This design comes from an exercise in tuning for small area, a short achievable clock period and few clock cycles per item on the open sky130 flow, not from production work.
At most, simulation tests tie the RTL to the original design; equivalence was not proved.
Function not checked in run 2: the RTL went through the layout flow alone.
No activity file was given, so power comes from the tool's default toggle rates.

==> flow/design.v, too long to show whole: its modules and the start of the top module <==
// module FP16_MAC_pipeline: 918 lines
module FP16_MAC_pipeline(
    input [15:0]data_k,
    input [15:0]data_x,
    input [15:0]data_b,
    input rst,
    input input_valid,
    input clk,
    input [1:0]opcode,
    output reg [15:0]data_o,
    output reg output_up,
    output reg [1:0]opcode_o
    );
  // ...
==> flow/run.sh <==
#!/bin/bash
# synth_recipe.tcl (not shown) runs the flow's synth.tcl, then flattens the netlist and writes it again
# the make line also repeats each setting of config.mk as NAME=value (left out here)
make -C /OpenROAD-flow-scripts/flow DESIGN_CONFIG=/design/flow/config.mk WORK_HOME=/design/flow/orfs CLKGATE_MAP_FILE= SYNTH_SCRIPT=/design/flow/synth_recipe.tcl finish
==> flow/config.mk <==
export PLATFORM = sky130hd
export DESIGN_NAME = FP16_MAC_pipeline
export DESIGN_NICKNAME = FP16_MAC_pipeline
export VERILOG_FILES = /design/flow/design.v
export SDC_FILE = /design/flow/constraint.sdc
export NUM_CORES = 4
export LEC_CHECK = 0
export CAP_MARGIN = 20
export CORE_MARGIN = 2
export CORE_UTILIZATION = 62
export CTS_CLUSTER_DIAMETER = 80
export CTS_CLUSTER_SIZE = 30
export GPL_ROUTABILITY_DRIVEN = 0
export PLACE_DENSITY = 0.78
export SETUP_SLACK_MARGIN = 3.3
export SLEW_MARGIN = 20
==> flow/constraint.sdc <==
create_clock -name core_clock -period 6.0 [get_ports {clk}]
set_input_delay 1.2000 -clock core_clock [delete_from_list [all_inputs] [get_ports {clk}]]
set_output_delay 1.2000 -clock core_clock [all_outputs]
set_load 0.01 [all_outputs]
==> impl_metrics.toml, run 1 <==
[power]
ir_drop_v = 0.000289
p_switching_mw = 4.45
swShare = 0.401
power_frac_comb = 0.486
p_leak_nw = 8.24

[final_layout]
multi_input_gates = 1227
n_fill_cell = 2213
clock_buffers = 17
nonClkBufAreaFrac = 0.0573
dominant_cells = "multi-input gates"
seqCellArea_um2 = 7690
final_area_um2 = 19900
multi_input_area_share = 0.489

[global_route]
antenna_found_initial = 0
grt_overflow = 0

[worst_setup_path]
path_class = "flip-flop to flip-flop"
path_max_fanout = 8
crit_arrival_ns = 3.08
slowest_stage = "dfxtp_4"

[sta]
tns_ns = 0
slew_viol_final = 0

[flow_run]
max_cap_viol_count = 0

[cts]
clkLatencyLatePin_ns = 0.51
cts_tree = "done"

[min_path]
min_to = "zero_r7$_DFF_P_"

[run_status]
status = "complete, no violations"

[logic_synthesis]
yosys.area_share.simple = 0.113

[routing]
maxUsedRoutingLayer = "met4"

[place]
placed_cells = 2162
Testbench counts, summed over its fixed seeds: cycles 2,112, items 2,048.
==> run 2: changes to the inputs <==
--- a/flow/design.v
+++ b/flow/design.v
@@ -506,76 +506,84 @@
     assign fs105_1 = hc40_1 ^ fs69_1 ^ fc68_1;
     assign fc106_1 = (hc40_1 & fs69_1) | (hc40_1 & fc68_1) | (fs69_1 & fc68_1);
     assign fs107_1 = 1'b1 ^ hs71_1 ^ fc70_1;
     assign fc108_1 = (1'b1 & hs71_1) | (1'b1 & fc70_1) | (hs71_1 & fc70_1);
     assign fs109_1 = ps4_1 ^ pp5_10_1 ^ hc72_1;
     assign fc110_1 = (ps4_1 & pp5_10_1) | (ps4_1 & hc72_1) | (pp5_10_1 & hc72_1);
     assign hs111_1 = pp5_11_1 ^ 1'b1;
     assign hc112_1 = pp5_11_1 & 1'b1;
-    wire [8:0] plo_1;
-    assign plo_1 = {fs83_1, fs81_1, fs79_1, fs77_1, hs75_1, bn1_r1, pp0_1_1, pp0_0_1} + {fc82_1, fc80_1, fc78_1, hc76_1, hc74_1, hs73_1, 1'b0, bn0_r1};
+    wire [6:0] plo_1;
+    assign plo_1 = {fs79_1, fs77_1, hs75_1, bn1_r1, pp0_1_1, pp0_0_1} + {fc78_1, hc76_1, hc74_1, hs73_1, 1'b0, bn0_r1};
     reg [6:0] e0_r2;
     reg [4:0] eb_r2;
     reg fc100_r2;
     reg fc102_r2;
     reg fc104_r2;
     reg fc106_r2;
     reg fc108_r2;
     reg fc110_r2;
+    reg fc80_r2;
+    reg fc82_r2;
     reg fc84_r2;
     reg fc86_r2;
     reg fc88_r2;
     reg fc90_r2;
     reg fc92_r2;
     reg fc94_r2;
     reg fc96_r2;
     reg fc98_r2;
     reg fs101_r2;
     reg fs103_r2;
     reg fs105_r2;
     reg fs107_r2;
     reg fs109_r2;
+    reg fs81_r2;
+    reg fs83_r2;
     reg fs85_r2;
     reg fs87_r2;
     reg fs89_r2;
     reg fs91_r2;
     reg fs93_r2;
     reg fs95_r2;
     reg fs97_r2;
     reg fs99_r2;
     reg hs111_r2;
     reg [10:0] mb_r2;
     reg [1:0] op_r2;
-    reg [8:0] plo_r2;
+    reg [6:0] plo_r2;
     reg sb_r2;
     reg sp_r2;
     reg v_r2;
     always @(posedge clk) begin
         e0_r2 <= e0_1;
         eb_r2 <= eb_r1;
         fc100_r2 <= fc100_1;
         fc102_r2 <= fc102_1;
         fc104_r2 <= fc104_1;
         fc106_r2 <= fc106_1;
         fc108_r2 <= fc108_1;
         fc110_r2 <= fc110_1;
+        fc80_r2 <= fc80_1;
+        fc82_r2 <= fc82_1;
         fc84_r2 <= fc84_1;
         fc86_r2 <= fc86_1;
         fc88_r2 <= fc88_1;
         fc90_r2 <= fc90_1;
         fc92_r2 <= fc92_1;
         fc94_r2 <= fc94_1;
         fc96_r2 <= fc96_1;
         fc98_r2 <= fc98_1;
         fs101_r2 <= fs101_1;
         fs103_r2 <= fs103_1;
         fs105_r2 <= fs105_1;
         fs107_r2 <= fs107_1;
         fs109_r2 <= fs109_1;
+        fs81_r2 <= fs81_1;
+        fs83_r2 <= fs83_1;
         fs85_r2 <= fs85_1;
         fs87_r2 <= fs87_1;
         fs89_r2 <= fs89_1;
         fs91_r2 <= fs91_1;
         fs93_r2 <= fs93_1;
         fs95_r2 <= fs95_1;
         fs97_r2 <= fs97_1;
         fs99_r2 <= fs99_1;
@@ -583,17 +591,17 @@
         mb_r2 <= mb_r1;
         op_r2 <= op_r1;
         plo_r2 <= plo_1;
         sb_r2 <= sb_r1;
         sp_r2 <= sp_r1;
         v_r2 <= v_r1 & ~rst;
     end
     wire [21:0] p_2;
-    assign p_2 = {{hs111_r2, fs109_r2, fs107_r2, fs105_r2, fs103_r2, fs101_r2, fs99_r2, fs97_r2, fs95_r2, fs93_r2, fs91_r2, fs89_r2, fs87_r2, fs85_r2} + {fc110_r2, fc108_r2, fc106_r2, fc104_r2, fc102_r2, fc100_r2, fc98_r2, fc96_r2, fc94_r2, fc92_r2, fc90_r2, fc88_r2, fc86_r2, fc84_r2} + plo_r2[8], plo_r2[7:0]};
+    assign p_2 = {{hs111_r2, fs109_r2, fs107_r2, fs105_r2, fs103_r2, fs101_r2, fs99_r2, fs97_r2, fs95_r2, fs93_r2, fs91_r2, fs89_r2, fs87_r2, fs85_r2, fs83_r2, fs81_r2} + {fc110_r2, fc108_r2, fc106_r2, fc104_r2, fc102_r2, fc100_r2, fc98_r2, fc96_r2, fc94_r2, fc92_r2, fc90_r2, fc88_r2, fc86_r2, fc84_r2, fc82_r2, fc80_r2} + plo_r2[6], plo_r2[5:0]};
     wire [4:0] ad_2;
     wire ph_2;
     wire bX_2;
     wire eX_2;
     wire [5:0] eh_2;
     wire signed [6:0] dd_ctl2 = e0_r2 - {2'b00, eb_r2};
     wire [6:0] nd_ctl2 = -dd_ctl2;
     assign ph_2 = ~dd_ctl2[6];
==> flow/config.mk (replaced) <==
export PLATFORM = sky130hd
export DESIGN_NAME = FP16_MAC_pipeline
export DESIGN_NICKNAME = FP16_MAC_pipeline
export VERILOG_FILES = /design/flow/design.v
export SDC_FILE = /design/flow/constraint.sdc
export NUM_CORES = 4
export LEC_CHECK = 0
export CAP_MARGIN = 20
export CORE_MARGIN = 2
export CORE_UTILIZATION = 60
export CTS_CLUSTER_DIAMETER = 80
export CTS_CLUSTER_SIZE = 30
export GPL_ROUTABILITY_DRIVEN = 0
export PLACE_DENSITY = 0.75
export SETUP_SLACK_MARGIN = 3.3
export SLEW_MARGIN = 20
==> run 2 against run 1 <==
  * Still clean on timing, DRC and antenna
  * Sequential share of layout area rose by 0.58 points
  * Fmax rose by 0.38%
  * Global-route usage rose by 0.55 points
  * Critical path depth fell by 3
  * Sequential cell count rose by 2
  * Core utilization fell by 3.3 points
  * Via count rose by 0.51%
  * Combinational power fell by 4.1%
  * Total power fell by 1.5%
  * First-iteration DRC count rose by 30%
  * Largest power group unchanged
==> impl_metrics.toml, run 2 <==
[logic_synthesis]
synth_most_common_cell = "dfxtp_1"
synth.top_cell.area_share = 0.426
synth_top_cell_by_area = "dfxtp_1"
syn_inst = 1813
yosysSeqAreaShare = 0.426
yosysWarnings = 1
async_reset_ff_frac = 0
synth_seq_cells = 382
synth_ff_type = "dfxtp_1"
syn_nets = 2012
syn_area_um2 = 17900
synthTopCellsByArea = "dfxtp_1 43%, ha_1 7.0%, xnor2_1 5.8%"
synth_cell_types = 72
avgSynthCellArea_um2 = 9.89
ys_top_cells_by_count = "382 x dfxtp_1, 126 x nand2_1, 119 x xnor2_1"
synth-edff-count = 0

[final_layout]
area_growth_pct = 9.37
layout_commonest_cell = "dfxtp_1"
drive_gt1_frac = 0.0908
reg.largest.list = "a_r5 (34), a_r6 (34), pv_r4 (33)"
n_antenna_cell = 0
final_cell_mix = "350 x dfxtp_1, 125 x nand2_1, 117 x xnor2_1"
nets = 2023

[cts]
clock_sinks = 382
cts_tree = "done"
cts.root.buffer_cell = "clkbuf_16"
htree_levels = 1
max-clock-path-buffers = 3
numCtsBuffers = 17
clk_pin_slew_ns = 0.11
clkLatencyLatePin_ns = 0.53

[global_route]
grt_overflow = 0
grt.total_usage = 0.249
grt_pass1_wl_um = 63200
antenna_found_initial = 0
grt_pass1_vias = 12600
grt_max_degree = 48

[die]
initial_utilization = 0.607
fp.coreArea_um2 = 29600
die_area_um2 = 31300
num_rows = 63
die_h_um = 177
pin_count = 72
die_x_um = 177

[sta]
slew_viol_final = 0
fin_skew_ns = 0.0161
worstMarginPinSlew_ns = 0.814
timing.final.crit_share = 0.441
rsz0062_at_grt = "yes"
clock.fmax_ghz = 0.378
setup_viol = 0
tns_ns = 0
final-hold-violation-count = 0
slew_headroom = 0.457
min_period_ns = 2.65
timing.final.ws_setup_ns = 3.35

[routing]
drt-wirelength-per-cell_um = 17.5
drcViolationCount = 0
dr.pass1.iters = 5
num_vias = 12900
drt-initial-drc-count = 1025
drt-vias-per-instance = 5.83
wirelength_um = 38900
ant_nets = 0

[place]
numPortBuffers = 71
dp_hpwl_um = 29400
place_ws_ns = 2.74

[power]
ir_drop_v = 0.000334
p_per_area_nw_per_um2 = 557
p_leak_nw = 8.09

[run_status]
status = "complete, no violations"

[worst_setup_path]
path_class = "flip-flop to flip-flop"
cp-end-kind = "flip-flop"
path_max_fanout = 16
required_ns = 6.41
cp-start-kind = "flip-flop"
crit_arrival_ns = 3.06

[min_path]
hold_path.class = "flip-flop to flip-flop"

[flow_run]
max_cap_viol_count = 0
-- run 2: worst max-delay path, stage by stage (launching register included) --
cell       delay, ns
dfxtp_1         0.36
or3_1           0.36
a211o_1         0.33
o22ai_4         0.22
o2111ai_4       0.22
buf_4           0.23
a22o_2          0.41
a211oi_1        0.30
nor2_1          0.08
-- run 2: metal layers --
| metal | wire (um) | vias to the layer above | GRT usage |
|---|---|---|---|
| li1 | - | 6314 | - |
| met1 | 16100 | 6102 | 0.301 |
| met5 | 0 | - | 0 |
| met4 | 1430 | 0 | 0.0999 |
| met3 | 1860 | 108 | 0.0314 |
| met2 | 19500 | 406 | 0.447 |
-- run 2: cells by family (layout without fill, tap and decap cells) --
family          after synthesis  after routing  share of synthesized area
compound gates              389            390                      0.143
xor+xnor                    166            166                     0.0811
fa+ha+maj                   146            146                      0.121
buf+inv                     197            212                     0.0429
flops                       382            382                      0.426
mux                         104            104                     0.0723
simple gates                429            429                      0.114
-- run 2: where the power goes --
group	internal, mW	switching [mW]
logic	2.36	2.82
registers	3.51	0.913
clock network	0.550	0.767
-- run 2: through the flow --
step | area [um^2] | cells | power, mW | utilization | hold slack (ns)
final | 19600 | 2219 | 10.9 | 0.664 | 0.323
after global routing | 19600 | 2219 | 11.8 | 0.664 | 0.342
after CTS | 19400 | 2209 | 10.7 | 0.656 | 0.328
after detailed placement | 18800 | 2180 | 9.33 | 0.636 | 0.312
after global placement | 18800 | 2180 | 9.16 | 0.636 | 0.309
after floorplan | 18000 | 1813 | 8.02 | - | 0.310
-- run 2: what timing repair did --
action	CTS	global route
hold buffers	0	0
pin swaps	2	7
buffers inserted	5	9
gates resized for setup	30	43
endpoints found under the hold margin	0	0
endpoints found under the setup margin	118	77
cloned	0	1
-- run 2: layout make-up --
type	count	area, um^2
multi-input cells	1235	9700
flip-flops and latches	382	7700
repair buffers	89	858
fillers	2352	9940
inverters	99	378
well taps	390	488
clock buffers	19	443
clock inverters	5	53.8
-- run 2: path summary, 6_finish.rpt --
| path | end | start | slack [ns] | cells past startpoint |
|---|---|---|---|---|
| setup reg to reg | a_r5[1]$_DFF_P_ | gv_r4[9]$_DFF_P_ | 3.35 | 8 |
| hold reg to reg | eh_r5[1]$_DFF_P_ | eh_r4[1]$_DFF_P_ | 0.32 | 0 |
| hold / removal | eh_r5[1]$_DFF_P_ | eh_r4[1]$_DFF_P_ | 0.32 | 0 |
| setup / recovery | a_r5[1]$_DFF_P_ | gv_r4[9]$_DFF_P_ | 3.35 | 8 |

## what the ideal ports hide
The results above use ideal ports. As a check the final layouts listed here were re-extracted and re-timed, cells and wires unchanged. Step 1 (the two cells are an assumption about what drives the block):
set clk [get_ports {clk}]
set_driving_cell -lib_cell sky130_fd_sc_hd__clkbuf_16 $clk
set_driving_cell -lib_cell sky130_fd_sc_hd__buf_2 [delete_from_list [all_inputs] $clk]
Step 2, shift: input delay + t, output delay - t, t = (earliest + latest rising clock arrival at the registers) / 2. This alone moves slack from input paths to output paths. Slacks: ideal ports / drivers / drivers and shift; pairs: ideal ports / drivers.
| run | t, ns | slack for setup (ns) | worst data-port slew with drivers (ns) |
|---|---|---|---|
| run 1 | 0.557 | 3.345 / 3.345 / 3.101 | 0.04 |
| run 2 | 0.573 | 3.355 / 3.355 / 3.000 | 0.04 |
After both steps every run listed still meets setup and hold. The setup slack of run 2, which loses most, moves by 0.000 ns with the drivers and by -0.355 ns with both steps.
